Background: an optimization exercise with open tools, aiming at small area, a short achievable clock period and few clock cycles per item. Do not read the settings as production practice. The RTL was checked by simulation tests, not by an equivalence proof against the original design. Power is estimated from default activity; no workload was simulated.

## flow/run.sh

```bash
#!/bin/bash
set -o pipefail
cd "$(dirname "$0")/.."
export SETUP_SLACK_MARGIN=12.3
export BUFFER_PORTS_ARGS="-buffer_cell sky130_fd_sc_hd__buf_1"
bash standard.sh > standard.log 2>&1
```

## standard.sh

```bash
#!/bin/bash
# synth_recipe.tcl (not shown) runs the flow's synth.tcl, then flattens the netlist and writes it again
# the make line also repeats each setting of config.mk as NAME=value (left out here)
make -C /OpenROAD-flow-scripts/flow DESIGN_CONFIG=/design/flow/config.mk WORK_HOME=/design/flow/orfs CLKGATE_MAP_FILE= SYNTH_SCRIPT=/design/flow/synth_recipe.tcl "${@:-finish}"
```

## config.mk

```make
export PLATFORM = sky130hd
export DESIGN_NAME = md5
export DESIGN_NICKNAME = md5
export VERILOG_FILES = /design/flow/design.v
export SDC_FILE = /design/flow/constraint.sdc
export NUM_CORES = 8
export LEC_CHECK = 0
export ABC_AREA = 1
export CAP_MARGIN = 20
export CORE_MARGIN = 2
export CORE_UTILIZATION = 50
export SLEW_MARGIN = 20
```

## constraint.sdc

```tcl
create_clock -name core_clock -period 17.0 [get_ports {clock}]
set_input_delay 3.4000 -clock core_clock [delete_from_list [all_inputs] [get_ports {clock}]]
set_output_delay 3.4000 -clock core_clock [all_outputs]
set_load 0.01 [all_outputs]
```

## design.v

```verilog
module md5(
  input          clock,
  input          reset,
  input  [127:0] io_in,
  input          io_in_valid,
  output [127:0] io_out,
  output         io_out_valid,
  output         io_ready
);
  reg [127:0] msg;
  reg [31:0]  b, c, d, p;
  reg [5:0]   cnt;
  reg         busy, ovalid;
  reg [1:0]   ms;               
  reg         mz;               
  reg         ready;            
  wire last = (cnt == 6'd63);
  assign io_ready = ready;
  wire accept = io_ready & io_in_valid;
  assign io_out_valid = ovalid;
  assign io_out = {p, b, c, d};
  reg         lastf;            
  reg         l62;              
  wire [5:0] cn = io_ready ? 6'd0 : cnt + 6'd1;
  reg [1:0] ran;
  always @* begin
    case ({cn[5:4], cn[1:0]})
      4'd0: ran = 2'd3;
      4'd1: ran = 2'd3;
      4'd2: ran = 2'd3;
      4'd3: ran = 2'd2;
      4'd4: ran = 2'd1;
      4'd5: ran = 2'd0;
      4'd6: ran = 2'd0;
      4'd7: ran = 2'd0;
      4'd8: ran = 2'd0;
      4'd9: ran = 2'd2;
      4'd10: ran = 2'd2;
      4'd11: ran = 2'd3;
      4'd12: ran = 2'd2;
      4'd13: ran = 2'd1;
      4'd14: ran = 2'd1;
      4'd15: ran = 2'd1;
      default: ran = 2'd0;
    endcase
  end
  wire [3:0] frn = 4'b0001 << cn[5:4];
  wire [3:0] ran1 = 4'b0001 << ran;
  wire [3:0] rbn1 = 4'b0001 << cn[1:0];
  reg [0:0] first_0_q;  always @(posedge clock) first_0_q <= io_ready;
  wire [0:0] first_0 = first_0_q;
  reg [0:0] first_1_q;  always @(posedge clock) first_1_q <= ~(io_ready);
  wire [0:0] first_1 = ~first_1_q;
  reg [0:0] first_2_q;  always @(posedge clock) first_2_q <= (io_ready) | {1{reset}};
  wire [0:0] first_2 = first_2_q;
  reg [0:0] first_3_q;  always @(posedge clock) first_3_q <= ~((io_ready) | {1{reset}});
  wire [0:0] first_3 = ~first_3_q;
  reg [0:0] first_s_q;  always @(posedge clock) first_s_q <= (io_ready) & ~{1{reset}};
  wire [0:0] first_s = first_s_q;
  reg [0:0] first_p_q;  always @(posedge clock) first_p_q <= ~((io_ready) & ~{1{reset}});
  wire [0:0] first_p = ~first_p_q;
  reg [3:0] ra_0_q;  always @(posedge clock) ra_0_q <= ran1;
  wire [3:0] ra_0 = ra_0_q;
  reg [3:0] rb_0_q;  always @(posedge clock) rb_0_q <= rbn1;
  wire [3:0] rb_0 = rb_0_q;
  wire [31:0] firstv = {{8{first_3}}, {8{first_2}}, {8{first_1}}, {8{first_0}}};
  wire [31:0] ra0v = {{32{ra_0[0]}}};
  wire [31:0] rb0v = {{32{rb_0[0]}}};
  wire [31:0] ra1v = {{32{ra_0[1]}}};
  wire [31:0] rb1v = {{32{rb_0[1]}}};
  wire [31:0] ra2v = {{32{ra_0[2]}}};
  wire [31:0] rb2v = {{32{rb_0[2]}}};
  wire [31:0] ra3v = {{32{ra_0[3]}}};
  wire [31:0] rb3v = {{32{rb_0[3]}}};
  reg [31:0] f0, f1;
  wire [31:0] x = (b & f1) | (~b & f0) | (f0 & f1);
  wire [31:0] y = (firstv & msg[31:0]) | (~firstv & p);
  wire [31:0] sum = x + y;
  wire [31:0] q0 = {sum[27:0], sum[31:28]};
  wire [31:0] q1 = (ra0v & q0) | (ra1v & {q0[30:0], q0[31:31]}) | (ra2v & {q0[29:0], q0[31:30]}) | (ra3v & {q0[28:0], q0[31:29]});
  wire [31:0] q2 = (rb0v & q1) | (rb1v & {q1[26:0], q1[31:27]}) | (rb2v & {q1[21:0], q1[31:22]}) | (rb3v & {q1[15:0], q1[31:16]});
  wire bb0_G0_1 = (b[1] & b[0]);
  wire bb0_P0_5 = (b[5] & b[4]);
  wire bb0_G0_9 = (b[9] | b[8]);
  wire bb0_G0_17 = (b[17] & b[16]);
  wire bb0_G0_19 = (b[19] | b[18]);
  wire bb0_P0_21 = (b[21] & b[20]);
  wire bb0_G0_23 = (b[23] | b[22]);
  wire bb0_G0_25 = (b[25] | b[24]);
  wire bb0_G0_27 = (b[27] | b[26]);
  wire bb0_G0_31 = (b[31] | b[30]);
  wire bb0_G1_3 = (b[3] | (b[2] & bb0_G0_1));
  wire bb0_P1_3 = (b[2] & b[1]);
  wire bb0_P1_7 = (b[6] & bb0_P0_5);
  wire bb0_G1_11 = (b[11] | (b[10] & bb0_G0_9));
  wire bb0_G1_15 = (b[15] | (b[14] & b[13]));
  wire bb0_P1_15 = (b[14] & b[12]);
  wire bb0_G1_19 = (bb0_G0_19 | bb0_G0_17);
  wire bb0_G1_27 = (bb0_G0_27 | bb0_G0_25);
  wire bb0_G1_31 = (bb0_G0_31 | b[29]);
  wire bb0_G2_7 = (b[7] | (bb0_P1_7 & bb0_G1_3));
  wire bb0_P2_7 = (bb0_P1_7 & bb0_P1_3);
  wire bb0_G2_15 = (bb0_G1_15 | (bb0_P1_15 & bb0_G1_11));
  wire bb0_P2_15 = (bb0_P1_15 & b[10]);
  wire bb0_G2_23 = (bb0_G0_23 | (bb0_P0_21 & bb0_G1_19));
  wire bb0_P2_23 = (bb0_P0_21 & b[17]);
  wire bb0_G2_31 = (bb0_G1_31 | (b[28] & bb0_G1_27));
  wire bb0_G3_15 = (bb0_G2_15 | (bb0_P2_15 & bb0_G2_7));
  wire bb0_P3_15 = (bb0_P2_15 & bb0_P2_7);
  wire bb0_G3_31 = (bb0_G2_31 | (b[28] & bb0_G2_23));
  wire bb0_P3_31 = (b[28] & bb0_P2_23);
  wire bb0_G4_31 = (bb0_G3_31 | (bb0_P3_31 & bb0_G3_15));
  wire bb0_P4_31 = (bb0_P3_31 & bb0_P3_15);
  wire bb0_G5_23 = (bb0_G2_23 | (bb0_P2_23 & bb0_G3_15));
  wire bb0_P5_23 = (bb0_P2_23 & bb0_P3_15);
  wire bb0_G6_11 = (bb0_G1_11 | (b[10] & bb0_G2_7));
  wire bb0_P6_11 = (b[10] & bb0_P2_7);
  wire bb0_G6_19 = (bb0_G1_19 | (b[17] & bb0_G3_15));
  wire bb0_P6_19 = (b[17] & bb0_P3_15);
  wire bb0_G6_27 = (bb0_G1_27 | bb0_G5_23);
  wire bb0_G7_5 = (bb0_P0_5 & bb0_G1_3);
  wire bb0_P7_5 = (bb0_P0_5 & bb0_P1_3);
  wire bb0_G7_9 = (bb0_G0_9 | bb0_G2_7);
  wire bb0_G7_13 = (b[13] | (b[12] & bb0_G6_11));
  wire bb0_P7_13 = (b[12] & bb0_P6_11);
  wire bb0_G7_17 = (bb0_G0_17 | (b[17] & bb0_G3_15));
  wire bb0_P7_17 = (b[17] & bb0_P3_15);
  wire bb0_G7_21 = (bb0_P0_21 & bb0_G6_19);
  wire bb0_P7_21 = (bb0_P0_21 & bb0_P6_19);
  wire bb0_G7_25 = (bb0_G0_25 | bb0_G5_23);
  wire bb0_G7_29 = (b[29] | (b[28] & bb0_G6_27));
  wire bb0_P7_29 = (b[28] & bb0_P5_23);
  wire bb0_G8_2 = (b[2] & bb0_G0_1);
  wire bb0_P8_2 = (b[2] & b[1]);
  wire bb0_G8_4 = (b[4] & bb0_G1_3);
  wire bb0_P8_4 = (b[4] & bb0_P1_3);
  wire bb0_G8_6 = (b[6] & bb0_G7_5);
  wire bb0_P8_6 = (b[6] & bb0_P7_5);
  wire bb0_G8_8 = (b[8] | bb0_G2_7);
  wire bb0_G8_10 = (b[10] & bb0_G7_9);
  wire bb0_P8_10 = (b[10] & bb0_P2_7);
  wire bb0_G8_12 = (b[12] & bb0_G6_11);
  wire bb0_P8_12 = (b[12] & bb0_P6_11);
  wire bb0_G8_14 = (b[14] & bb0_G7_13);
  wire bb0_P8_14 = (b[14] & bb0_P7_13);
  wire bb0_G8_16 = (b[16] | bb0_G3_15);
  wire bb0_G8_18 = (b[18] | bb0_G7_17);
  wire bb0_G8_20 = (b[20] & bb0_G6_19);
  wire bb0_P8_20 = (b[20] & bb0_P6_19);
  wire bb0_G8_22 = (b[22] | bb0_G7_21);
  wire bb0_G8_24 = (b[24] | bb0_G5_23);
  wire bb0_G8_26 = (b[26] | bb0_G7_25);
  wire bb0_G8_28 = (b[28] & bb0_G6_27);
  wire bb0_P8_28 = (b[28] & bb0_P5_23);
  wire bb0_G8_30 = (b[30] | bb0_G7_29);
  wire [31:0] bb0 = {(~b[31] ^ bb0_G8_30), (~b[30] ^ bb0_G7_29), (~b[29] ^ bb0_G8_28), (b[28] ^ bb0_G6_27), (~b[27] ^ bb0_G8_26), (~b[26] ^ bb0_G7_25), (~b[25] ^ bb0_G8_24), (~b[24] ^ bb0_G5_23), (~b[23] ^ bb0_G8_22), (~b[22] ^ bb0_G7_21), (b[21] ^ bb0_G8_20), (b[20] ^ bb0_G6_19), (~b[19] ^ bb0_G8_18), (~b[18] ^ bb0_G7_17), (b[17] ^ bb0_G8_16), (~b[16] ^ bb0_G3_15), (~b[15] ^ bb0_G8_14), (b[14] ^ bb0_G7_13), (~b[13] ^ bb0_G8_12), (b[12] ^ bb0_G6_11), (~b[11] ^ bb0_G8_10), (b[10] ^ bb0_G7_9), (~b[9] ^ bb0_G8_8), (~b[8] ^ bb0_G2_7), (~b[7] ^ bb0_G8_6), (b[6] ^ bb0_G7_5), (b[5] ^ bb0_G8_4), (b[4] ^ bb0_G1_3), (~b[3] ^ bb0_G8_2), (b[2] ^ bb0_G0_1), (b[1] ^ b[0]), ~b[0]};
  wire [31:0] bl = lastf ? bb0 : b;
  wire [31:0] bop = (firstv & 32'hefcdab89) | (~firstv & bl);
  wire [31:0] t = bop + q2;
  reg [31:0] mw;
  always @* begin
    case (ms)
      2'd0: mw = msg[31:0];
      2'd1: mw = msg[63:32];
      2'd2: mw = msg[95:64];
      default: mw = msg[127:96];
    endcase
  end
  wire [31:0] mop = mz ? 32'h0 : mw;
  wire [63:0] kt0 = 64'hf4ef5e112e3a536a;
  wire [63:0] kt1 = 64'h289b0182c394bd3e;
  wire [63:0] kt2 = 64'h12a3d68c0f88250d;
  wire [63:0] kt3 = 64'h20a42914744c259f;
  wire [63:0] kt4 = 64'h72752940311a16a2;
  wire [63:0] kt5 = 64'h352679721484cf1c;
  wire [63:0] kt6 = 64'h01e8f1e8b5db8087;
  wire [63:0] kt7 = 64'h6d5b339177e4378f;
  wire [63:0] kt8 = 64'hc64b15329bc5bf49;
  wire [63:0] kt9 = 64'hfb83c1b93167273d;
  wire [63:0] kt10 = 64'h09f165d147b4857c;
  wire [63:0] kt11 = 64'h08d934fccac2428d;
  wire [63:0] kt12 = 64'h7ce97ec5845b1fc2;
  wire [63:0] kt13 = 64'h99a7a3cf98619102;
  wire [63:0] kt14 = 64'h7bf968bb48e63736;
  wire [63:0] kt15 = 64'h7135185918e505d4;
  wire [63:0] kt16 = 64'haa2c93e73be82214;
  wire [63:0] kt17 = 64'h782d32f8fd4e8251;
  wire [63:0] kt18 = 64'he1724a5e331ec75c;
  wire [63:0] kt19 = 64'h15b9d6faf40ab60d;
  wire [63:0] kt20 = 64'h380e18fb8746fe2d;
  wire [63:0] kt21 = 64'h11a1e36df9ac622f;
  wire [63:0] kt22 = 64'ha8281a15bed32749;
  wire [63:0] kt23 = 64'h60e67ffe9ae45a95;
  wire [63:0] kt24 = 64'hdafb2817edc45fdc;
  wire [63:0] kt25 = 64'hefb33171a15aab10;
  wire [63:0] kt26 = 64'h9dfcf66ff64ab25a;
  wire [63:0] kt27 = 64'h75b629d6d8245fe1;
  wire [63:0] kt28 = 64'h1924aa6492289249;
  wire [63:0] kt29 = 64'hfbae91eebac6baeb;
  wire [63:0] kt30 = 64'hcdaddb36b76ddadd;
  wire [63:0] kt31 = 64'h5b76db6ddb6db76d;
  wire [31:0] kr = {kt31[cnt], kt30[cnt], kt29[cnt], kt28[cnt], kt27[cnt], kt26[cnt], kt25[cnt], kt24[cnt], kt23[cnt], kt22[cnt], kt21[cnt], kt20[cnt], kt19[cnt], kt18[cnt], kt17[cnt], kt16[cnt], kt15[cnt], kt14[cnt], kt13[cnt], kt12[cnt], kt11[cnt], kt10[cnt], kt9[cnt], kt8[cnt], kt7[cnt], kt6[cnt], kt5[cnt], kt4[cnt], kt3[cnt], kt2[cnt], kt1[cnt], kt0[cnt]};
  wire [31:0] dop = first_p ? 32'h0 : d;
  reg [31:0] kn;
  reg [1:0]  msn;
  reg        mzn;
  always @* begin
    case (cn)
      6'd0: begin kn = 32'hf8fa0bcc; msn = 2'd1; mzn = 1'b0; end
      6'd1: begin kn = 32'h242070db; msn = 2'd2; mzn = 1'b0; end
      6'd2: begin kn = 32'hc1bdceee; msn = 2'd3; mzn = 1'b0; end
      6'd3: begin kn = 32'hf57c0faf; msn = 2'd0; mzn = 1'b0; end
      6'd4: begin kn = 32'h4787c62a; msn = 2'd1; mzn = 1'b0; end
      6'd5: begin kn = 32'ha8304613; msn = 2'd2; mzn = 1'b0; end
      6'd6: begin kn = 32'hfd469501; msn = 2'd3; mzn = 1'b0; end
      6'd7: begin kn = 32'h698098d8; msn = 2'd0; mzn = 1'b0; end
      6'd8: begin kn = 32'h8b44f7af; msn = 2'd1; mzn = 1'b0; end
      6'd9: begin kn = 32'hffff5bb1; msn = 2'd2; mzn = 1'b0; end
      6'd10: begin kn = 32'h895cd7be; msn = 2'd3; mzn = 1'b0; end
      6'd11: begin kn = 32'h6b901122; msn = 2'd0; mzn = 1'b0; end
      6'd12: begin kn = 32'hfd987193; msn = 2'd1; mzn = 1'b0; end
      6'd13: begin kn = 32'ha679438e; msn = 2'd2; mzn = 1'b0; end
      6'd14: begin kn = 32'h49b40821; msn = 2'd3; mzn = 1'b0; end
      6'd15: begin kn = 32'hf61e2562; msn = 2'd0; mzn = 1'b0; end
      6'd16: begin kn = 32'hc040b340; msn = 2'd0; mzn = 1'b0; end
      6'd17: begin kn = 32'h265e5a51; msn = 2'd1; mzn = 1'b0; end
      6'd18: begin kn = 32'he9b6c7aa; msn = 2'd1; mzn = 1'b0; end
      6'd19: begin kn = 32'hd62f105d; msn = 2'd2; mzn = 1'b0; end
      6'd20: begin kn = 32'h02441453; msn = 2'd2; mzn = 1'b0; end
      6'd21: begin kn = 32'hd8a1e681; msn = 2'd3; mzn = 1'b0; end
      6'd22: begin kn = 32'he7d3fbc8; msn = 2'd3; mzn = 1'b0; end
      6'd23: begin kn = 32'h21e1cde6; msn = 2'd0; mzn = 1'b0; end
      6'd24: begin kn = 32'hc33707d6; msn = 2'd0; mzn = 1'b0; end
      6'd25: begin kn = 32'hf4d50d87; msn = 2'd1; mzn = 1'b0; end
      6'd26: begin kn = 32'h455a14ed; msn = 2'd1; mzn = 1'b0; end
      6'd27: begin kn = 32'ha9e3e905; msn = 2'd2; mzn = 1'b0; end
      6'd28: begin kn = 32'hfcefa3f8; msn = 2'd2; mzn = 1'b0; end
      6'd29: begin kn = 32'h676f02d9; msn = 2'd3; mzn = 1'b0; end
      6'd30: begin kn = 32'h8d2a4c8a; msn = 2'd3; mzn = 1'b0; end
      6'd31: begin kn = 32'hfffa3942; msn = 2'd0; mzn = 1'b0; end
      6'd32: begin kn = 32'h8771f681; msn = 2'd0; mzn = 1'b0; end
      6'd33: begin kn = 32'h6d9d6122; msn = 2'd0; mzn = 1'b0; end
      6'd34: begin kn = 32'hfde5380c; msn = 2'd0; mzn = 1'b0; end
      6'd35: begin kn = 32'ha4beea44; msn = 2'd1; mzn = 1'b0; end
      6'd36: begin kn = 32'h4bdecfa9; msn = 2'd1; mzn = 1'b0; end
      6'd37: begin kn = 32'hf6bb4b60; msn = 2'd1; mzn = 1'b0; end
      6'd38: begin kn = 32'hbebfbc70; msn = 2'd1; mzn = 1'b0; end
      6'd39: begin kn = 32'h289b7ec6; msn = 2'd2; mzn = 1'b0; end
      6'd40: begin kn = 32'heaa127fa; msn = 2'd2; mzn = 1'b0; end
      6'd41: begin kn = 32'hd4ef3085; msn = 2'd2; mzn = 1'b0; end
      6'd42: begin kn = 32'h04881d05; msn = 2'd2; mzn = 1'b0; end
      6'd43: begin kn = 32'hd9d4d039; msn = 2'd3; mzn = 1'b0; end
      6'd44: begin kn = 32'he6db99e5; msn = 2'd3; mzn = 1'b0; end
      6'd45: begin kn = 32'h1fa27cf8; msn = 2'd3; mzn = 1'b0; end
      6'd46: begin kn = 32'hc4ac5665; msn = 2'd3; mzn = 1'b0; end
      6'd47: begin kn = 32'hf4292244; msn = 2'd0; mzn = 1'b0; end
      6'd48: begin kn = 32'h432aff97; msn = 2'd2; mzn = 1'b0; end
      6'd49: begin kn = 32'hab9423a7; msn = 2'd0; mzn = 1'b0; end
      6'd50: begin kn = 32'hfc93a039; msn = 2'd2; mzn = 1'b0; end
      6'd51: begin kn = 32'h655b59c3; msn = 2'd0; mzn = 1'b0; end
      6'd52: begin kn = 32'h8f0ccc92; msn = 2'd2; mzn = 1'b0; end
      6'd53: begin kn = 32'hffeff47d; msn = 2'd0; mzn = 1'b0; end
      6'd54: begin kn = 32'h85845dd1; msn = 2'd2; mzn = 1'b0; end
      6'd55: begin kn = 32'h6fa87e4f; msn = 2'd1; mzn = 1'b0; end
      6'd56: begin kn = 32'hfe2ce6e0; msn = 2'd3; mzn = 1'b0; end
      6'd57: begin kn = 32'ha3014314; msn = 2'd1; mzn = 1'b0; end
      6'd58: begin kn = 32'h4e0811a1; msn = 2'd3; mzn = 1'b0; end
      6'd59: begin kn = 32'hf7537e82; msn = 2'd1; mzn = 1'b0; end
      6'd60: begin kn = 32'hbd3af235; msn = 2'd3; mzn = 1'b0; end
      6'd61: begin kn = 32'h2ad7d2bb; msn = 2'd1; mzn = 1'b0; end
      6'd62: begin kn = 32'heb86d391; msn = 2'd3; mzn = 1'b0; end
      6'd63: begin kn = 32'h67452301; msn = 2'd0; mzn = 1'b1; end
      default: begin kn = 32'h0; msn = 2'd0; mzn = 1'b0; end
    endcase
  end
  wire [31:0] cf = first_s ? 32'hefcdab89 : b;
  wire [31:0] df = first_s ? 32'h98badcfe : c;
  wire [31:0] bx_a = b;
  wire [31:0] bx_b = (lastf ? 32'h98badcfe : 32'h10325476);
  wire [31:0] bx_p = bx_a ^ bx_b;
  wire [31:0] bx_g0 = bx_a & bx_b;
  wire bx_G0_1 = bx_g0[1] | (bx_p[1] & bx_g0[0]);
  wire bx_P0_1 = bx_p[1] & bx_p[0];
  wire bx_G0_3 = bx_g0[3] | (bx_p[3] & bx_g0[2]);
  wire bx_P0_3 = bx_p[3] & bx_p[2];
  wire bx_G0_5 = bx_g0[5] | (bx_p[5] & bx_g0[4]);
  wire bx_P0_5 = bx_p[5] & bx_p[4];
  wire bx_G0_7 = bx_g0[7] | (bx_p[7] & bx_g0[6]);
  wire bx_P0_7 = bx_p[7] & bx_p[6];
  wire bx_G0_9 = bx_g0[9] | (bx_p[9] & bx_g0[8]);
  wire bx_P0_9 = bx_p[9] & bx_p[8];
  wire bx_G0_11 = bx_g0[11] | (bx_p[11] & bx_g0[10]);
  wire bx_P0_11 = bx_p[11] & bx_p[10];
  wire bx_G0_13 = bx_g0[13] | (bx_p[13] & bx_g0[12]);
  wire bx_P0_13 = bx_p[13] & bx_p[12];
  wire bx_G0_15 = bx_g0[15] | (bx_p[15] & bx_g0[14]);
  wire bx_P0_15 = bx_p[15] & bx_p[14];
  wire bx_G0_17 = bx_g0[17] | (bx_p[17] & bx_g0[16]);
  wire bx_P0_17 = bx_p[17] & bx_p[16];
  wire bx_G0_19 = bx_g0[19] | (bx_p[19] & bx_g0[18]);
  wire bx_P0_19 = bx_p[19] & bx_p[18];
  wire bx_G0_21 = bx_g0[21] | (bx_p[21] & bx_g0[20]);
  wire bx_P0_21 = bx_p[21] & bx_p[20];
  wire bx_G0_23 = bx_g0[23] | (bx_p[23] & bx_g0[22]);
  wire bx_P0_23 = bx_p[23] & bx_p[22];
  wire bx_G0_25 = bx_g0[25] | (bx_p[25] & bx_g0[24]);
  wire bx_P0_25 = bx_p[25] & bx_p[24];
  wire bx_G0_27 = bx_g0[27] | (bx_p[27] & bx_g0[26]);
  wire bx_P0_27 = bx_p[27] & bx_p[26];
  wire bx_G0_29 = bx_g0[29] | (bx_p[29] & bx_g0[28]);
  wire bx_P0_29 = bx_p[29] & bx_p[28];
  wire bx_G0_31 = bx_g0[31] | (bx_p[31] & bx_g0[30]);
  wire bx_P0_31 = bx_p[31] & bx_p[30];
  wire bx_G1_3 = bx_G0_3 | (bx_P0_3 & bx_G0_1);
  wire bx_P1_3 = bx_P0_3 & bx_P0_1;
  wire bx_G1_7 = bx_G0_7 | (bx_P0_7 & bx_G0_5);
  wire bx_P1_7 = bx_P0_7 & bx_P0_5;
  wire bx_G1_11 = bx_G0_11 | (bx_P0_11 & bx_G0_9);
  wire bx_P1_11 = bx_P0_11 & bx_P0_9;
  wire bx_G1_15 = bx_G0_15 | (bx_P0_15 & bx_G0_13);
  wire bx_P1_15 = bx_P0_15 & bx_P0_13;
  wire bx_G1_19 = bx_G0_19 | (bx_P0_19 & bx_G0_17);
  wire bx_P1_19 = bx_P0_19 & bx_P0_17;
  wire bx_G1_23 = bx_G0_23 | (bx_P0_23 & bx_G0_21);
  wire bx_P1_23 = bx_P0_23 & bx_P0_21;
  wire bx_G1_27 = bx_G0_27 | (bx_P0_27 & bx_G0_25);
  wire bx_P1_27 = bx_P0_27 & bx_P0_25;
  wire bx_G1_31 = bx_G0_31 | (bx_P0_31 & bx_G0_29);
  wire bx_P1_31 = bx_P0_31 & bx_P0_29;
  wire bx_G2_7 = bx_G1_7 | (bx_P1_7 & bx_G1_3);
  wire bx_P2_7 = bx_P1_7 & bx_P1_3;
  wire bx_G2_15 = bx_G1_15 | (bx_P1_15 & bx_G1_11);
  wire bx_P2_15 = bx_P1_15 & bx_P1_11;
  wire bx_G2_23 = bx_G1_23 | (bx_P1_23 & bx_G1_19);
  wire bx_P2_23 = bx_P1_23 & bx_P1_19;
  wire bx_G2_31 = bx_G1_31 | (bx_P1_31 & bx_G1_27);
  wire bx_P2_31 = bx_P1_31 & bx_P1_27;
  wire bx_G3_15 = bx_G2_15 | (bx_P2_15 & bx_G2_7);
  wire bx_P3_15 = bx_P2_15 & bx_P2_7;
  wire bx_G3_31 = bx_G2_31 | (bx_P2_31 & bx_G2_23);
  wire bx_P3_31 = bx_P2_31 & bx_P2_23;
  wire bx_G4_31 = bx_G3_31 | (bx_P3_31 & bx_G3_15);
  wire bx_P4_31 = bx_P3_31 & bx_P3_15;
  wire bx_G5_23 = bx_G2_23 | (bx_P2_23 & bx_G3_15);
  wire bx_P5_23 = bx_P2_23 & bx_P3_15;
  wire bx_G6_11 = bx_G1_11 | (bx_P1_11 & bx_G2_7);
  wire bx_P6_11 = bx_P1_11 & bx_P2_7;
  wire bx_G6_19 = bx_G1_19 | (bx_P1_19 & bx_G3_15);
  wire bx_P6_19 = bx_P1_19 & bx_P3_15;
  wire bx_G6_27 = bx_G1_27 | (bx_P1_27 & bx_G5_23);
  wire bx_P6_27 = bx_P1_27 & bx_P5_23;
  wire bx_G7_5 = bx_G0_5 | (bx_P0_5 & bx_G1_3);
  wire bx_P7_5 = bx_P0_5 & bx_P1_3;
  wire bx_G7_9 = bx_G0_9 | (bx_P0_9 & bx_G2_7);
  wire bx_P7_9 = bx_P0_9 & bx_P2_7;
  wire bx_G7_13 = bx_G0_13 | (bx_P0_13 & bx_G6_11);
  wire bx_P7_13 = bx_P0_13 & bx_P6_11;
  wire bx_G7_17 = bx_G0_17 | (bx_P0_17 & bx_G3_15);
  wire bx_P7_17 = bx_P0_17 & bx_P3_15;
  wire bx_G7_21 = bx_G0_21 | (bx_P0_21 & bx_G6_19);
  wire bx_P7_21 = bx_P0_21 & bx_P6_19;
  wire bx_G7_25 = bx_G0_25 | (bx_P0_25 & bx_G5_23);
  wire bx_P7_25 = bx_P0_25 & bx_P5_23;
  wire bx_G7_29 = bx_G0_29 | (bx_P0_29 & bx_G6_27);
  wire bx_P7_29 = bx_P0_29 & bx_P6_27;
  wire bx_G8_2 = bx_g0[2] | (bx_p[2] & bx_G0_1);
  wire bx_P8_2 = bx_p[2] & bx_P0_1;
  wire bx_G8_4 = bx_g0[4] | (bx_p[4] & bx_G1_3);
  wire bx_P8_4 = bx_p[4] & bx_P1_3;
  wire bx_G8_6 = bx_g0[6] | (bx_p[6] & bx_G7_5);
  wire bx_P8_6 = bx_p[6] & bx_P7_5;
  wire bx_G8_8 = bx_g0[8] | (bx_p[8] & bx_G2_7);
  wire bx_P8_8 = bx_p[8] & bx_P2_7;
  wire bx_G8_10 = bx_g0[10] | (bx_p[10] & bx_G7_9);
  wire bx_P8_10 = bx_p[10] & bx_P7_9;
  wire bx_G8_12 = bx_g0[12] | (bx_p[12] & bx_G6_11);
  wire bx_P8_12 = bx_p[12] & bx_P6_11;
  wire bx_G8_14 = bx_g0[14] | (bx_p[14] & bx_G7_13);
  wire bx_P8_14 = bx_p[14] & bx_P7_13;
  wire bx_G8_16 = bx_g0[16] | (bx_p[16] & bx_G3_15);
  wire bx_P8_16 = bx_p[16] & bx_P3_15;
  wire bx_G8_18 = bx_g0[18] | (bx_p[18] & bx_G7_17);
  wire bx_P8_18 = bx_p[18] & bx_P7_17;
  wire bx_G8_20 = bx_g0[20] | (bx_p[20] & bx_G6_19);
  wire bx_P8_20 = bx_p[20] & bx_P6_19;
  wire bx_G8_22 = bx_g0[22] | (bx_p[22] & bx_G7_21);
  wire bx_P8_22 = bx_p[22] & bx_P7_21;
  wire bx_G8_24 = bx_g0[24] | (bx_p[24] & bx_G5_23);
  wire bx_P8_24 = bx_p[24] & bx_P5_23;
  wire bx_G8_26 = bx_g0[26] | (bx_p[26] & bx_G7_25);
  wire bx_P8_26 = bx_p[26] & bx_P7_25;
  wire bx_G8_28 = bx_g0[28] | (bx_p[28] & bx_G6_27);
  wire bx_P8_28 = bx_p[28] & bx_P6_27;
  wire bx_G8_30 = bx_g0[30] | (bx_p[30] & bx_G7_29);
  wire bx_P8_30 = bx_p[30] & bx_P7_29;
  wire [31:0] bx = {(bx_p[31] ^ bx_G8_30), (bx_p[30] ^ bx_G7_29), (bx_p[29] ^ bx_G8_28), (bx_p[28] ^ bx_G6_27), (bx_p[27] ^ bx_G8_26), (bx_p[26] ^ bx_G7_25), (bx_p[25] ^ bx_G8_24), (bx_p[24] ^ bx_G5_23), (bx_p[23] ^ bx_G8_22), (bx_p[22] ^ bx_G7_21), (bx_p[21] ^ bx_G8_20), (bx_p[20] ^ bx_G6_19), (bx_p[19] ^ bx_G8_18), (bx_p[18] ^ bx_G7_17), (bx_p[17] ^ bx_G8_16), (bx_p[16] ^ bx_G3_15), (bx_p[15] ^ bx_G8_14), (bx_p[14] ^ bx_G7_13), (bx_p[13] ^ bx_G8_12), (bx_p[12] ^ bx_G6_11), (bx_p[11] ^ bx_G8_10), (bx_p[10] ^ bx_G7_9), (bx_p[9] ^ bx_G8_8), (bx_p[8] ^ bx_G2_7), (bx_p[7] ^ bx_G8_6), (bx_p[6] ^ bx_G7_5), (bx_p[5] ^ bx_G8_4), (bx_p[4] ^ bx_G1_3), (bx_p[3] ^ bx_G8_2), (bx_p[2] ^ bx_G0_1), (bx_p[1] ^ bx_g0[0]), bx_p[0]};
  wire [31:0] cn_ = (l62 | lastf) ? bx : cf;
  wire [31:0] dn_ = df;
  wire [31:0] f0n = ({32{frn[0]}} & df) | ({32{frn[1]}} & cf & ~df)
                  | ({32{frn[2]}} & (cf ^ df)) | ({32{frn[3]}} & ~(cf ^ df));
  wire [31:0] f1n = ({32{frn[0]}} & cf) | ({32{frn[1]}} & (cf | df))
                  | ({32{frn[2]}} & ~(cf ^ df)) | ({32{frn[3]}} & ~cf);
  always @(posedge clock) begin
    if (io_ready) msg <= io_in;
    b <= t;
    c <= cn_;
    d <= dn_;
    f0 <= io_ready ? 32'hd76aa477 : f0n;
    f1 <= io_ready ? 32'hd76aa477 : f1n;
    lastf <= (cn == 6'd63);
    l62 <= (cn == 6'd62);
    p <= dop + mop + kr;
    cnt <= cn;
    ms <= msn;
    mz <= mzn;
    if (reset) begin
      busy <= 1'b0;
      ovalid <= 1'b0;
      ready <= 1'b1;
    end else begin
      busy <= accept | (busy & ~last);
      ovalid <= busy & last;
      ready <= ~(accept | (busy & ~last)) | (cn == 6'd63);
    end
  end
endmodule
```

==> results of run 1 <==
[area by class of cell]
class	count	area [um^2]
Clock buffer	57	1130
Tap cell	672	841
Antenna cell	3	7.51
Sequential cell	348	8350
Inverter	437	1670
Multi-Input combinational cell	2566	16100
Timing Repair Buffer	397	2090
Fill cell	4453	19500
Clock inverter	14	173
[placed cells by master, fill, tap and decap left out, types with 10 or more instances in the layout]
master	n
nor2_2	39
o22ai_1	29
o21ai_0	169
o211ai_1	63
nand3_2	25
nor2_1	236
o221ai_1	15
buf_1	259
xnor2_1	27
nand3_1	184
dfxtp_1	168
fa_1	31
a22oi_1	17
ha_4	39
buf_4	125
clkbuf_16	41
edfxtp_1	128
inv_1	406
nand2_1	836
a31oi_1	15
o21ai_1	22
a21oi_2	23
nor2_4	16
nand2_2	68
o21ai_2	17
nand4_1	35
nor3_2	10
nor3_1	29
o21bai_1	10
xor2_1	53
dfxtp_2	36
dfxtp_4	16
nand2_4	17
a21oi_1	215
ha_1	141
clkbuf_1	12
inv_2	21
o2111ai_1	39
[stage by stage]
stage          util [%]  hold WS (ps)
2_1_floorplan         -           410
3_3_place_gp       53.5           419
3_5_place_dp       53.5           439
4_1_cts            58.5           447
5_1_grt            61.0           479
6_report           61.0           446
[registers in the layout, indices dropped and copies added (netlist names), 6 cells and up]
name and flops:
c 32, f1 32, f0 32, b 32, cnt 6, p 32, d 32, msg 128
[final timing paths]
| check | to | from | slack [ps] | depth (start not counted) |
|---|---|---|---|---|
| max | b[30] | first_0_q | 12230 | 31 |
| min | ovalid | busy | 450 | 2 |
| max reg2reg | b[30] | first_0_q | 12230 | 31 |
| min reg2reg | ovalid | busy | 450 | 2 |
[where the power goes]
group	internal, mW	total [mW]	switching [mW]	leakage (nW)
clock network	0.511	0.880	0.369	0.632
logic	1.36	3.77	2.41	9.58
registers	1.09	1.34	0.245	3.14
total	2.97	5.99	3.02	13.4
[tightest hold or removal path, delay by kind of cell (launching register included)]
kind                   cells  cell delay, ps
buffers and inverters      1              50
DFF                        1             310
and+or+nand+nor            1              50
[timing repair]
item | 4_1_cts | 5_1_grt
buffers inserted | 50 | 40
gates resized for setup | 212 | 231
pin swaps | 38 | 74
setup endpoints to repair | 64 | 50
[kinds of logic after synthesis]
logic type               Yosys count  share of synthesized area, %
AO/OA/AOI/OAI                    728                          17.6
XOR/XNOR                          83                          2.89
adder cells (fa/ha/maj)          221                          12.0
buffers and inverters            583                          8.89
flip-flops                       348                          32.8
multiplexers                       1                        0.0399
AND/OR/NAND/NOR                 1533                          25.7
[layer usage]
metal | vias to the layer above | routed length (um)
li1 | 12300 | -
met1 | 13000 | 43500
met2 | 1915 | 49500
met3 | 369 | 13400
met4 | 6 | 6050
met5 | - | 50
==> out/results.tsv, run 1 <==
metric	value	unit
outcome	timing/DRC/antenna clean	
register area share after synthesis	32.8	%
final layout net count	4142	
placer's final routability congestion estimate	1.07	
Synth Flop Type	dfxtp_1	
slowest library cell on the worst path	ha_1	
Slew @ Worst Pin	1110	ps
Hold/Removal Path Class	flop to flop	
number of synthesized flops with an enable pin	128	
CP startpoint kind	flop	
first-pass GRT wire length	163	mm
FFs w/ async S/R, synth	0	%
fin crit share	28.1	%
relative slew slack	25.2	%
Die Y	228	um
Syn Std Cell Area	0.0251	mm^2
cell count after synthesis	3497	
hpwl dp	84.8	mm
Avg Inst Size Synth	7.18	um^2
Reg clk slew, reported paths	60	ps
initial antenna violation count	6	
die area	0.0520	mm^2
YS warnings	1	
Non-Filler Instances	4494	
vias in the first global route	26300	
die width	228	um
total power	5.99	mW
number of detailed-route iterations in the first pass	6	
Max Cap Viol	0	
met3 Track Usage GR	11.0	%
worst-path fanout max	6	
Yosys top cell area share	17.5	%
Unique masters post-synth	69	
crit path time final	4770	ps
CP arrival	5220	ps
# port buffers	260	
RSZ-0062 raised after global routing	true	
core area	0.0499	mm^2
ratio of cells with drive above 1 in the final layout	15.6	%
# IOs	261	
TritonCTS buffer count	40	
top post-synthesis cells by count	nand2_1 (902), inv_1 (425), nor2_1 (272)	
critical path class	flop to flop	
via count	27600	
global route overflow	0	
Initial Util	50.4	%
CP Capture Type	flop	
Initial DRC Count	3346	
grt peak-use layer	met2	
pwr dens	197	mW/mm^2
row count	82	
area leader, netlist	dfxtp_1	
Worst Clk Skew	23.9	ps
cells taking the most area after synthesis	dfxtp_1 (18%), edfxtp_1 (15%), nand2_1 (13%)	
met2 layer usage reported by global route	64.4	%
dpl cells	4329	
CTS Hold Bufs	0	
DR vias/cell	6.15	
finished layout cell area	0.0304	mm^2
clock sink count	348	
CTS Buffer Depth	3	
syn_nets	3849	
Top delay family on crit path	simple AND/OR/NAND/NOR gates	
Residual DRC	0	
H-Tree Depth	2	
Final Hold Viols	0	
GR Layer Usage met1	53.6	%
Place WS	10920	ps
Clk Latency, worst-skew pair	580	ps
GR Util All Layers	41.4	%
Required @ worst endpoint	17450	ps
CTS Root Buffer Type	clkbuf_16	
FF+latch count, synth	348	
Final ANT Viol Nets	0	
Placed Area	0.0267	mm^2
WL/cell	25.0	um
post-route setup slack	12230	ps
Setup-failing EPs final	0	
Fmax	209	MHz
pin count of the biggest net entering global routing	79	
fin. max-slew vios	0	
Final TNS setup	0	ps
Bufs and invs on worst path	4	
Leak	13.4	nW
most frequent cell after synthesis	nand2_1	
Crit path largest cell delay	410	ps
VDD IR max	0.134	mV
area grow syn2layout	21.1	%
CTS tree	built	
final wirelength	112	mm
CP most frequent cell	nand2_2	
Testbench counts, summed over its fixed seeds: cycles 51,216, items 800.
==> inputs of run 2 (changes only) <==
==> flow/run.sh (replaced) <==
#!/bin/bash
set -o pipefail
cd "$(dirname "$0")/.."
export BUFFER_PORTS_ARGS="-buffer_cell sky130_fd_sc_hd__buf_1"
SETUP_SLACK_MARGIN=12.4 bash standard.sh cts > standard_cts.log 2>&1 || exit 1
SETUP_SLACK_MARGIN=12.1 bash standard.sh > standard.log 2>&1
==> out/results.tsv, run 2 <==
metric	value	unit	change
area leader, netlist	dfxtp_1		
Synth Flop Type	dfxtp_1		
FF-to-FF Start	cnt[3]		
Final ANT Viol Nets	0		unchanged
FFs w/ async S/R, synth	0	%	unchanged
Yosys top cell area share	17.5	%	unchanged
CTS Buffer Depth	3		unchanged
Clk Latency, worst-skew pair	570	ps	about the same
outcome	timing/DRC/antenna clean		
most frequent cell after synthesis	nand2_1		
clock sink count	348		unchanged
core area	0.0499	mm^2	unchanged
register area share after synthesis	32.8	%	unchanged
VDD IR max	0.137	mV	+2.5%
Critical Path Sink	p[24]		
DR vias/cell	6.13		-0.37%
# port buffers	260		unchanged
die width	228	um	unchanged
syn_nets	3849		unchanged
first-pass GRT wire length	162	mm	-0.56%
origin of the worst setup path	cnt[3]		
Reg with most FFs	msg		
Final TNS setup	0	ps	unchanged
Leak	13.1	nW	-1.5%
row count	82		unchanged
Residual DRC	0		unchanged
YS warnings	1		unchanged
worst reg2reg path endpoint	p[24]		
fin crit share	28.1	%	+0.054 points
number of synthesized flops with an enable pin	128		unchanged
crit path time final	4780	ps	+9.10 ps
CP Capture Type	flop		
worst-path fanout max	45		+39
cells taking the most area after synthesis	dfxtp_1 (18%), edfxtp_1 (15%), nand2_1 (13%)		
CP arrival	5270	ps	+50 ps
placer's final routability congestion estimate	1.06		-0.80%
Reg2Reg Setup Slack	12220	ps	about the same
Fmax	209	MHz	-0.19%
Syn Std Cell Area	0.0251	mm^2	unchanged
final wirelength	109	mm	-2.7%
Reg clk slew, reported paths	60	ps	about the same
pin count of the biggest net entering global routing	84		+6.3%
ratio of cells with drive above 1 in the final layout	13.5	%	-2.1 points
WL/cell	24.5	um	-2.0%
Worst R2R Path Depth	20		-35%
Die Y	228	um	unchanged
H-Tree Depth	2		unchanged
post-route setup slack	12220	ps	-9.10 ps
max reg flops	128		unchanged
area grow syn2layout	18.7	%	
hpwl dp	84.1	mm	-0.73%
die area	0.0520	mm^2	unchanged
Initial DRC Count	3240		-3.2%
Required @ worst endpoint	17490	ps	+40 ps
filler instances	4599		+3.3%
FF+latch count, synth	348		unchanged
CP startpoint kind	flop		
via count	27400		-1.0%
relative slew slack	21.2	%	-4.0 points
CTS tree	built		
TritonCTS buffer count	41		+2.5%
final layout net count	4110		-0.77%
CTS Hold Bufs	0		unchanged
cell count after synthesis	3497		unchanged
hold path start	busy		
global route overflow	0		unchanged
fin. max-slew vios	0		unchanged
critical path class	flop to flop		
Hold/Removal Path Class	flop to flop		
Place WS	10500	ps	-418 ps
number of detailed-route iterations in the first pass	6		unchanged
Avg Inst Size Synth	7.18	um^2	unchanged
Setup-failing EPs final	0		unchanged
Slew @ Worst Pin	1180	ps	+69.5 ps
Non-Filler Instances	4465		-0.65%
Final Util	59.8	%	-1.2 points
pwr dens	197	mW/mm^2	-0.19%
initial antenna violation count	3		-3
Unique masters post-synth	69		unchanged
commonest non-fill, non-tap cells in the layout	nand2_1 (858), inv_1 (412), buf_1 (250), nor2_1 (248), a21oi_1 (223)		
Final Hold Viols	0		unchanged
Initial Util	50.4	%	unchanged
top post-synthesis cells by count	nand2_1 (902), inv_1 (425), nor2_1 (272)		
RSZ-0062 raised after global routing	true		
dpl cells	4323		-0.14%
vias in the first global route	26200		-0.019%
most common cell after layout, fill and taps aside	nand2_1		
# IOs	261		unchanged
GR Util All Layers	40.9	%	-0.49 points
CTS Root Buffer Type	clkbuf_16		
Max Cap Viol	0		unchanged
Worst Clk Skew	20.8	ps	-3.13 ps
[run 2: metrics by stage]
| step | instance area (um^2) | hold slack (ps) | total power, mW |
|---|---|---|---|
| 6_report | 29800 | 443 | 5.86 |
| 5_1_grt | 29800 | 484 | 6.21 |
| 4_1_cts | 29600 | 451 | 5.66 |
| 3_5_place_dp | 26700 | 444 | 4.35 |
| 3_3_place_gp | 26700 | 422 | 4.29 |
| 2_1_floorplan | 25100 | 410 | 3.31 |
[run 2: power by group]
group          internal [mW]  switching [mW]
logic                   1.29            2.30
registers               1.10           0.240
clock network          0.562           0.370
total                   2.95            2.91
[run 2: metal layers]
metal  share of wire [%]  GRT usage [%]  vias up  wire, um
met5               0.012              0        -        13
met4                 5.4           18.8        2      5900
met3                  11           10.5      375     12300
met2                  44           64.3     1716     48300
met1                  39           53.0    13000     42900
li1                    -              -    12300         -
[run 2: final cells by class]
| type | count | area [um^2] | area share [%] |
|---|---|---|---|
| Multi-Input combinational cell | 2566 | 15600 | 52.5 |
| Inverter | 437 | 1670 | 5.61 |
| Antenna cell | 3 | 7.51 | 0.0252 |
| Timing Repair Buffer | 363 | 1840 | 6.18 |
| Tap cell | 672 | 841 | 2.82 |
| Clock buffer | 54 | 1170 | 3.91 |
| Timing Repair inverter | 1 | 7.51 | 0.0252 |
| Sequential cell | 348 | 8380 | 28.1 |
| Clock inverter | 21 | 254 | 0.852 |
[run 2: critical path, cell delays in order, from the launching register on]
cell and delay (ps):
dfxtp_4 550, inv_2 60, buf_6 230, nor2_1 380
inv_1 150, nor2_1 150, nor3_1 80, o31ai_2 590
fa_1 550, inv_1 70, ha_1 280, a21oi_1 270
o21ai_1 120, nor2_1 170, o21bai_1 140, a21boi_2 250
o21ai_1 120, nand2_1 80, nand2_1 80, a21oi_1 220
xnor2_1 140
[run 2: worst min-delay path by stage]
stage	end	slack [ps]	depth (start not counted)
after floorplan	ovalid	410	2
after global placement	ovalid	420	2
after detailed placement	ovalid	440	2
after CTS	ovalid	450	2
after global routing	ovalid	480	2
final	ovalid	440	2
[run 2: timing repair]
action                                  4_1_cts  5_1_grt
gates cloned                                  1        0
endpoints found under the setup margin      103       19
buffers inserted                             57        6
pin swaps                                    55        7
gates resized for setup                     306       37
[run 2: cell families after synthesis]
logic type / after synthesis / share of synthesized area, %
and+or+nand+nor: 1533 / 25.7
AOI/OAI and AO/OA: 728 / 17.6
buffers and inverters: 583 / 8.89
DFF: 348 / 32.8
adders and majority gates: 221 / 12.0
xor gates and xnor gates: 83 / 2.89
muxes: 1 / 0.0399
==> inputs of run 3 (changes only) <==
--- a/config.mk
+++ b/config.mk
@@ -8,5 +8,5 @@
 export ABC_AREA = 1
 export CAP_MARGIN = 20
 export CORE_MARGIN = 2
-export CORE_UTILIZATION = 50
+export CORE_UTILIZATION = 56
 export SLEW_MARGIN = 20
==> out/results.tsv, run 3 <==
metric	value	unit	change
outcome	timing/DRC/antenna clean		
placer's final routability congestion estimate	1.06		-0.75%
# port buffers	260		unchanged
metal2 WL	47.0	mm	-2.6%
number of detailed-route iterations in the first pass	10		+4
commonest non-fill, non-tap cells in the layout	nand2_1 (859), inv_1 (412), buf_1 (255), nor2_1 (247), a21oi_1 (225)		
die area	0.0466	mm^2	-11%
Slew @ Worst Pin	1230	ps	+49.2 ps
top post-synthesis cells by count	nand2_1 (902), inv_1 (425), nor2_1 (272)		
hpwl dp	82.6	mm	-1.8%
final wirelength	112	mm	+2.7%
CTS Root Buffer Type	clkbuf_16		
top sig layer	met5		
# IOs	261		unchanged
Yosys top cell area share	17.5	%	unchanged
die width	216	um	-5.4%
Final ANT Viol Nets	0		unchanged
Crit path largest cell delay	600	ps	about the same
global route overflow	0		unchanged
most common cell after layout, fill and taps aside	nand2_1		
WL/cell	25.6	um	+4.5%
Worst R2R Path Depth	19		-5.0%
CP Capture Type	flop		
fin. max-slew vios	0		unchanged
cell count after synthesis	3497		unchanged
Hold WS	446	ps	+3.04 ps
number of synthesized flops with an enable pin	128		unchanged
Non-Filler Instances	4387		-1.7%
GR Util All Layers	46.8	%	+5.8 points
final layout net count	4116		+0.15%
worst-path fanout max	13		-71%
FF-to-FF Start	cnt[1]		
first-pass GRT wire length	165	mm	+1.4%
CP most frequent cell	nand2_1		
Leak	13.1	nW	-0.29%
RSZ-0062 raised after global routing	true		
Worst Clk Skew	18.6	ps	-2.18 ps
fin crit share	28.8	%	+0.68 points
area grow syn2layout	17.8	%	
via count	28300		+3.4%
VDD IR max	0.165	mV	+20%
Setup-failing EPs final	0		unchanged
register area share after synthesis	32.8	%	unchanged
hold path start	busy		
Synth Flop Type	dfxtp_1		
clock sink count	348		unchanged
worst reg2reg path endpoint	p[27]		
Residual DRC	0		unchanged
vias in the first global route	27000		+2.8%
Max Cap Viol	0		unchanged
Place WS	10780	ps	+273 ps
TritonCTS buffer count	39		-4.9%
CP arrival	5380	ps	+110 ps
Syn Std Cell Area	0.0251	mm^2	unchanged
Avg Inst Size Synth	7.18	um^2	unchanged
cells along the critical path	ha_1 -> inv_1 -> nand2_1 -> a21oi_1 -> o311ai_0 -> nand2_1 -> fa_1 -> inv_1 -> ha_1 -> nand2_1 -> nor2_1 -> nand2_1 -> nand3_1 -> nand2_1 -> nand2_1 -> a21o_1 -> nand4_1 -> o21ai_1 -> xor2_1		
CTS Buffer Depth	3		unchanged
slowest library cell on the worst path	fa_1		
Initial Util	56.8	%	+6.4 points
DR vias/cell	6.45		+5.2%
CTS tree	built		
Worst Hold End	ovalid		
Die Y	216	um	-5.4%
YS warnings	1		unchanged
Hold/Removal Path Class	flop to flop		
post-route setup slack	12100	ps	-115 ps
cells taking the most area after synthesis	dfxtp_1 (18%), edfxtp_1 (15%), nand2_1 (13%)		
dpl cells	4240		-1.9%
CP startpoint kind	flop		
crit path time final	4900	ps	+115 ps
max reg flops	128		unchanged
row count	77		-6.1%
critical path class	flop to flop		
finished layout cell area	0.0296	mm^2	-0.81%
filler instances	3538		-23%
Final Util	66.9	%	+7.1 points
FF+latch count, synth	348		unchanged
FFs w/ async S/R, synth	0	%	unchanged
Reg2Reg Setup Slack	12100	ps	-120 ps
relative slew slack	17.9	%	-3.3 points
met3 routed WL	16.0	mm	+30%
pwr dens	198	mW/mm^2	+0.70%
total power	5.85	mW	-0.11%
Reg clk slew, reported paths	60	ps	about the same
met1 WL	41.9	mm	-2.4%
core area	0.0442	mm^2	-11%
Final Hold Viols	0		unchanged
Required @ worst endpoint	17480	ps	about the same
Clk Latency, worst-skew pair	560	ps	about the same
initial antenna violation count	3		unchanged
pin count of the biggest net entering global routing	148		+76%
H-Tree Depth	2		unchanged
Fmax	204	MHz	-2.4%
area leader, netlist	dfxtp_1		
syn_nets	3849		unchanged
Reg with most FFs	msg		
Hold Path Cell Cnt	2		unchanged
most frequent cell after synthesis	nand2_1		
Initial DRC Count	4759		+47%
Placed Area	0.0265	mm^2	-0.41%
ratio of cells with drive above 1 in the final layout	13.3	%	-0.14 points
Unique masters post-synth	69		unchanged
Final TNS setup	0	ps	unchanged
run 3: cell counts after synthesis:
No cell type changed its count.
run 3: what timing repair did:
item | 4_1_cts | 5_1_grt
hold buffers | 0 | 0
buffers inserted | 66 | 9
gates resized for setup | 281 | 50
pin swaps | 49 | 20
endpoints found under the setup margin | 107 | 20
run 3: logic make-up (layout without fill, tap and decap cells):
family,Yosys count,after routing,synth area share (%)
and+or+nand+nor,1533,1533,25.7
AOI/OAI and AO/OA,728,728,17.6
buffers and inverters,583,878,8.89
DFF,348,348,32.8
adders and majority gates,221,221,12.0
xor gates and xnor gates,83,83,2.89
muxes,1,1,0.0399
other,0,3,0
run 3: worst max-delay path, delay by kind of cell (launching register included):
family                     cells  cell delay (ps)
and+or+nand+nor                9             1590
buffers and inverters          2              220
AOI/OAI and AO/OA              4             1020
xor gates and xnor gates       1              140
DFF                            1              470
adders and majority gates      3             1360
run 3: worst max path at each step:
stage	startpoint	endpoint	slack, ps
after global routing	first_0_q	b[24]	12020
after floorplan	first_0_q	b[24]	12410
after global placement	first_2_q	b[31]	10780
final	cnt[1]	p[27]	12100
after detailed placement	first_2_q	b[24]	10780
after CTS	first_0_q	b[22]	12400
run 3: report_power, final:
group	switching (mW)	internal [mW]	leakage, nW
Combinational	2.34	1.30	9.36
Clock	0.366	0.487	0.608
Sequential	0.260	1.10	3.14
Total	2.97	2.88	13.1
run 3: layer usage:
layer  vias to the layer above  global-route usage [%]
li1                      12300                       -
met1                     13100                    59.9
met2                      2349                    70.2
met3                       559                    15.3
met4                         4                    24.7
met5                         -                   0.833
run 3: final cells by class:
cell class,instances,area (um^2),share of cell area [%]
clock buffers,48,1010,3.41
inverters,437,1670,5.65
multi-input cells,2566,15600,52.9
clock inverters,21,226,0.766
flip-flops and latches,348,8370,28.3
well taps,592,741,2.50
diodes,3,7.51,0.0254
repair buffers,372,1910,6.45
==> inputs of run 4 (changes only) <==
--- a/config.mk
+++ b/config.mk
@@ -8,5 +8,5 @@
 export ABC_AREA = 1
 export CAP_MARGIN = 20
 export CORE_MARGIN = 2
-export CORE_UTILIZATION = 56
+export CORE_UTILIZATION = 38
 export SLEW_MARGIN = 20
==> out/results.tsv, run 4 <==
metric	value	unit	change
outcome	timing/DRC/antenna clean		
Reg clk slew, reported paths	60	ps	about the same
die area	0.0682	mm^2	+46%
Fmax	206	MHz	+1.1%
final layout net count	4143		+0.66%
most common cell after layout, fill and taps aside	nand2_1		
top post-synthesis cells by count	nand2_1 (902), inv_1 (425), nor2_1 (272)		
cell count after synthesis	3497		unchanged
Required @ worst endpoint	17440	ps	-40 ps
Unique masters post-synth	69		unchanged
finished layout cell area	0.0304	mm^2	+2.7%
cells taking the most area after synthesis	dfxtp_1 (18%), edfxtp_1 (15%), nand2_1 (13%)		
Syn Std Cell Area	0.0251	mm^2	unchanged
CP startpoint kind	flop		
Synth Area in Adders	12.0	%	unchanged
CP most frequent cell	nand2_1		
Setup-failing EPs final	0		unchanged
CTS Hold Bufs	0		unchanged
Synth Area in Compound Gates	17.6	%	unchanged
VDD IR max	0.117	mV	-29%
met2 layer usage reported by global route	48.2	%	-22 points
YS warnings	1		unchanged
Crit path largest cell delay	420	ps	-180 ps
slowest library cell on the worst path	fa_2		
grt peak-use layer	met2		
CTS Buffer Depth	3		unchanged
Residual DRC	0		unchanged
Final ANT Viol Nets	0		unchanged
initial antenna violation count	6		+3
fin. max-slew vios	0		unchanged
# port buffers	260		unchanged
Initial DRC Count	3067		-36%
hpwl dp	85.2	mm	+3.1%
CP Capture Type	flop		
ratio of cells with drive above 1 in the final layout	15.1	%	+1.8 points
row count	94		+22%
pin count of the biggest net entering global routing	114		-23%
first-pass GRT wire length	163	mm	-1.2%
Post-Synth XOR/XNOR Area	2.89	%	unchanged
register area share after synthesis	32.8	%	unchanged
Final Util	46.3	%	-21 points
Yosys top cell area share	17.5	%	unchanged
CTS Root Buffer Type	clkbuf_16		
Clk Latency, worst-skew pair	620	ps	+60 ps
Hold Path Cell Cnt	2		unchanged
H-Tree Depth	2		unchanged
Hold/Removal Path Class	flop to flop		
Max Cap Viol	0		unchanged
area grow syn2layout	20.9	%	
number of detailed-route iterations in the first pass	6		-4
placer's final routability congestion estimate	1.08		+2.6%
Slew @ Worst Pin	1210	ps	-18.7 ps
pwr dens	195	mW/mm^2	-1.6%
Final Hold Viols	0		unchanged
TritonCTS buffer count	42		+7.7%
worst-path fanout max	7		-6
Reg with most FFs	msg		
Final TNS setup	0	ps	unchanged
number of synthesized flops with an enable pin	128		unchanged
syn_nets	3849		unchanged
post-synthesis simple-gate area fraction	25.7	%	unchanged
FF+latch count, synth	348		unchanged
met3 Track Usage GR	8.44	%	-6.9 points
core area	0.0656	mm^2	+48%
Hold WS	437	ps	-9.46 ps
area leader, netlist	dfxtp_1		
mux contribution to synthesized area	0.0399	%	unchanged
commonest non-fill, non-tap cells in the layout	nand2_1 (856), inv_1 (407), nor2_1 (251), a21oi_1 (224), buf_1 (219)		
global route overflow	0		unchanged
Initial Util	38.3	%	-19 points
# IOs	261		unchanged
CP arrival	5280	ps	-100 ps
RSZ-0062 raised after global routing	true		
clock sink count	348		unchanged
WL/cell	24.0	um	-6.4%
Worst Clk Skew	75.8	ps	+57.2 ps
via count	26700		-5.8%
final wirelength	113	mm	+0.12%
vias in the first global route	24800		-8.0%
max reg flops	128		unchanged
critical path class	flop to flop		
Avg Inst Size Synth	7.18	um^2	unchanged
fin crit share	28.5	%	-0.32 points
Synth Flop Type	dfxtp_1		
Placed Area	0.0269	mm^2	+1.2%
CTS tree	built		
crit path time final	4840	ps	-55.0 ps
Worst R2R Path Depth	30		+11
FFs w/ async S/R, synth	0	%	unchanged
most frequent cell after synthesis	nand2_1		
die width	261	um	+21%
main combinational cell family by area after synthesis	simple AND/OR/NAND/NOR gates		
relative slew slack	19.2	%	+1.3 points
DR vias/cell	5.68		-12%
GR Layer Usage met1	43.1	%	-17 points
GR Util All Layers	32.1	%	-15 points
Die Y	261	um	+21%
Leak	13.4	nW	+2.0%
==> run 4: changes by cell type in the layout (fill, tap and decap cells not counted), sizes merged <==
cell / delta
inv: -5
clkbuf: +5
bufinv: -1
clkinv: +9
diode: +2
buf: +23
==> run 4: what timing repair did <==
action | CTS | global route
pin swaps | 50 | 43
buffers inserted | 81 | 20
endpoints found under the setup margin | 131 | 15
resized for setup | 349 | 70
gates cloned | 1 | 0
==> run 4: worst max-delay path, delay by kind of cell, from the launching register on <==
kind / cells / cell delay [ps]
simple gates: 18 / 2120
fa+ha+maj: 3 / 950
compound gates: 4 / 620
buf+inv: 4 / 470
flops: 1 / 370
xor+xnor: 1 / 140
==> run 4: metal layers <==
layer	part of all wire (%)	vias to the layer above	wire, um
met5	0.020	-	23
met4	5.2	4	5900
met3	11	293	12600
met2	42	1544	47700
met1	41	12400	46300
li1	-	12400	-
==> run 4: path summary, 6_finish.rpt <==
path,endpoint,slack [ps],start
max,b[30],12160,first_0_q
min,ovalid,440,busy
max reg2reg,b[30],12160,first_0_q
min reg2reg,ovalid,440,busy
==> run 4: final cells by class <==
class / count / area, um^2
clock buffers: 53 / 1110
multi-input cells: 2566 / 15700
flip-flops and latches: 348 / 8470
clock inverters: 23 / 246
repair inverters: 1 / 7.51
fillers: 6758 / 35300
diodes: 5 / 12.5
repair buffers: 395 / 2110
well taps: 864 / 1080
inverters: 437 / 1680
==> run 4: per-stage QoR <==
| step | worst slack [ps] | power (mW) | std cells |
|---|---|---|---|
| 2_1_floorplan | 12410 | 3.31 | 3497 |
| 3_3_place_gp | 10800 | 4.37 | 4509 |
| 3_5_place_dp | 10750 | 4.36 | 4509 |
| 4_1_cts | 12260 | 5.70 | 4667 |
| 5_1_grt | 11990 | 6.28 | 4687 |
| 6_report | 12160 | 5.92 | 4692 |
==> run 4: cell families (layout without fill, tap and decap cells) <==
group / after synthesis / after routing
and+or+nand+nor: 1533 / 1533
muxes: 1 / 1
buffers and inverters: 583 / 909
xor gates and xnor gates: 83 / 83
adders and majority gates: 221 / 221
AOI/OAI and AO/OA: 728 / 728
DFF: 348 / 348
other: 0 / 5
==> run 4: power breakdown <==
group / total [mW] / internal [mW] / switching, mW
clock: 0.912 / 0.515 / 0.398
sequential: 1.38 / 1.11 / 0.264
combinational: 3.63 / 1.33 / 2.30
==> inputs of run 5 (changes only) <==
--- a/config.mk
+++ b/config.mk
@@ -8,5 +8,5 @@
 export ABC_AREA = 1
 export CAP_MARGIN = 20
 export CORE_MARGIN = 2
-export CORE_UTILIZATION = 38
+export CORE_UTILIZATION = 47
 export SLEW_MARGIN = 20
==> out/results.tsv, run 5 <==
metric	value	unit	change
critical path class	flop to flop		
origin of the worst setup path	cnt[0]		
via count	27000		+1.5%
fin. max-slew vios	0		unchanged
row count	84		-11%
TritonCTS buffer count	42		unchanged
area grow syn2layout	19.5	%	
Hold/Removal Path Class	flop to flop		
commonest non-fill, non-tap cells in the layout	nand2_1 (861), inv_1 (409), nor2_1 (246), buf_1 (240), a21oi_1 (223)		
Clk pwr share	16.7	%	+1.3 points
worst reg2reg path endpoint	p[26]		
Placed Area	0.0267	mm^2	-0.70%
most frequent cell after synthesis	nand2_1		
die area	0.0553	mm^2	-19%
Avg Inst Size Synth	7.18	um^2	unchanged
placer's final routability congestion estimate	1.09		about the same
Comb power frac	60.3	%	-1.0 points
Residual DRC	0		unchanged
FF-to-FF Start	cnt[0]		
RSZ-0062 raised after global routing	true		
global route overflow	0		unchanged
Slew @ Worst Pin	1090	ps	-114 ps
CTS Root Buffer Type	clkbuf_16		
fin crit share	27.8	%	-0.72 points
CP Capture Type	flop		
final layout net count	4124		-0.46%
CP arrival	5180	ps	-100 ps
final wirelength	112	mm	-0.66%
pwr dens	198	mW/mm^2	+1.7%
# IOs	261		unchanged
FF+latch count, synth	348		unchanged
FFs w/ async S/R, synth	0	%	unchanged
die width	235	um	-9.9%
VDD IR max	0.106	mV	-9.2%
Worst R2R Path Depth	25		-17%
Syn Std Cell Area	0.0251	mm^2	unchanged
outcome	timing/DRC/antenna clean		
CTS tree	built		
relative slew slack	27.0	%	+7.8 points
Reg clk slew, reported paths	60	ps	about the same
Reg2Reg Setup Slack	12280	ps	+120 ps
GR Util All Layers	39.1	%	+6.9 points
initial antenna violation count	8		+2
Final ANT Viol Nets	0		unchanged
Final TNS setup	0	ps	unchanged
H-Tree Depth	2		unchanged
vias in the first global route	25800		+3.9%
pin count of the biggest net entering global routing	92		-19%
Final Hold Viols	0		unchanged
worst-path fanout max	17		+10
Fmax	212	MHz	+2.6%
Seq pwr share	23.0	%	-0.2 points
DR vias/cell	6.02		+5.9%
Worst Clk Skew	27.6	ps	-48.2 ps
number of synthesized flops with an enable pin	128		unchanged
core area	0.0527	mm^2	-20%
Initial DRC Count	2987		-2.6%
clock sink count	348		unchanged
cells taking the most area after synthesis	dfxtp_1 (18%), edfxtp_1 (15%), nand2_1 (13%)		
max reg flops	128		unchanged
Sw Ratio	49.3	%	-0.71 points
finished layout cell area	0.0300	mm^2	-1.2%
Leak	13.3	nW	-0.72%
Sw Pwr	2.93	mW	-0.92%
Required @ worst endpoint	17460	ps	+20 ps
most common cell after layout, fill and taps aside	nand2_1		
number of detailed-route iterations in the first pass	8		+2
Clk Latency, worst-skew pair	590	ps	-30 ps
first-pass GRT wire length	163	mm	+0.20%
Max Cap Viol	0		unchanged
register area share after synthesis	32.8	%	unchanged
syn_nets	3849		unchanged
area leader, netlist	dfxtp_1		
top post-synthesis cells by count	nand2_1 (902), inv_1 (425), nor2_1 (272)		
Setup-failing EPs final	0		unchanged
cell internal pwr	3.01	mW	+1.9%
# port buffers	260		unchanged
Die Y	235	um	-9.9%
YS warnings	1		unchanged
ratio of cells with drive above 1 in the final layout	14.1	%	-1.0 points
Critical Path Sink	p[26]		
Initial Util	47.7	%	+9.4 points
Unique masters post-synth	69		unchanged
WL/cell	24.9	um	+3.7%
crit path time final	4720	ps	-122 ps
cell count after synthesis	3497		unchanged
Yosys top cell area share	17.5	%	unchanged
CTS Buffer Depth	3		unchanged
Synth Flop Type	dfxtp_1		
Reg with most FFs	msg		
CP startpoint kind	flop		
hpwl dp	85.0	mm	-0.21%
[run 5: power by group through the flow]
stage | Sequential, mW | Combinational (mW) | Clock (mW)
2_1_floorplan | 1.27 | 2.04 | 0
3_3_place_gp | 1.35 | 2.98 | 0
3_5_place_dp | 1.35 | 3.02 | 0
4_1_cts | 1.35 | 3.37 | 0.999
5_1_grt | 1.38 | 3.89 | 1.03
6_report | 1.37 | 3.59 | 0.993
[run 5: final cells by class]
cell class | count | area (um^2)
clock inverter | 23 | 358
tap | 688 | 861
sequential | 348 | 8410
inverter | 437 | 1670
antenna | 3 | 7.51
clock buffer | 54 | 1160
timing repair buffer | 377 | 1930
fill | 4984 | 22700
multi-input combinational | 2566 | 15600
[run 5: timing repair]
action                                  4_1_cts  5_1_grt
buffers inserted                             66       11
hold buffers                                  0        0
pin swaps                                    44       22
endpoints found under the setup margin      119       20
resized for setup                           315       52
[run 5: cells by family (layout without fill, tap and decap cells)]
kind of cell               count (synthesis)  after routing  synth area share (%)
AOI/OAI and AO/OA                        728            728                  17.6
xor gates and xnor gates                  83             83                  2.89
adders and majority gates                221            221                  12.0
buffers and inverters                    583            891                  8.89
DFF                                      348            348                  32.8
muxes                                      1              1                0.0399
other                                      0              3                     0
and+or+nand+nor                         1533           1533                  25.7
[run 5: worst min path at each step]
stage	start	endpoint	slack, ps	depth (start not counted)
2_1_floorplan	busy	ovalid	410	2
3_3_place_gp	busy	ovalid	420	2
3_5_place_dp	busy	ovalid	440	2
4_1_cts	busy	ovalid	450	2
5_1_grt	busy	ovalid	470	2
6_report	busy	ovalid	460	2
[run 5: worst max-delay path, cell delays in order, from the launching register on]
cell and delay (ps):
dfxtp_1 340, buf_8 180, clkinvlp_4 240, ha_4 260, nor2_1 110, inv_1 170
nor2_1 390, nor2_1 200, nand3_1 130, o311ai_0 160, o31ai_2 220, fa_1 520
inv_1 60, ha_1 260, a21o_1 190, a31oi_1 170, nand3_1 160, nand3_1 100
o211ai_1 140, nand2_1 100, nand2_1 90, nand2_1 70, nand2_1 70, nand2_1 70
nand2_1 60, xor2_1 130
[run 5: stage by stage]
stage | utilization, % | instances | hold WS, ps | power [mW] | setup WS [ps]
finish | 57.0 | 4496 | 458 | 5.95 | 12280
global route | 57.0 | 4495 | 466 | 6.30 | 12070
CTS | 56.4 | 4482 | 452 | 5.72 | 12310
detailed placement | 50.7 | 4339 | 443 | 4.37 | 10640
global placement | 50.6 | 4338 | 420 | 4.33 | 10660
floorplan | - | 3497 | 410 | 3.31 | 12410
[run 5: per-layer routing]
| layer | part of all wire, % | vias up | GRT usage [%] |
|---|---|---|---|
| li1 | - | 12300 | - |
| met1 | 40 | 12800 | 51.8 |
| met2 | 43 | 1656 | 59.8 |
| met3 | 11 | 321 | 9.03 |
| met4 | 5.6 | 10 | 19.4 |
| met5 | 0.065 | - | 0 |

[what the ideal ports hide]
The results above use ideal ports. As a check the final layouts listed here were re-extracted and re-timed, cells and wires unchanged.
Step 1, drivers: a clkbuf_16 drives clock and a buf_2 each remaining input, both assumed.
Step 2, shift: input delay + t, output delay - t, t = (earliest + latest rising clock arrival at the registers) / 2. This alone moves slack from input paths to output paths.
Three values: ideal, step 1, step 2; two values: the first two.
run | shift t [ns] | setup WS [ns] | worst slew at a driven data input, ns
run 1 | 0.629 | 12.225 / 12.225 / 12.225 | 0.06
run 2 | 0.627 | 12.216 / 12.216 / 12.216 | 0.17
run 3 | 0.609 | 12.101 / 12.101 / 12.101 | 0.12
run 4 | 0.641 | 12.156 / 12.156 / 12.156 | 0.06
run 5 | 0.639 | 12.278 / 12.278 / 12.278 | 0.16
After both steps setup and hold are still met in every run listed.
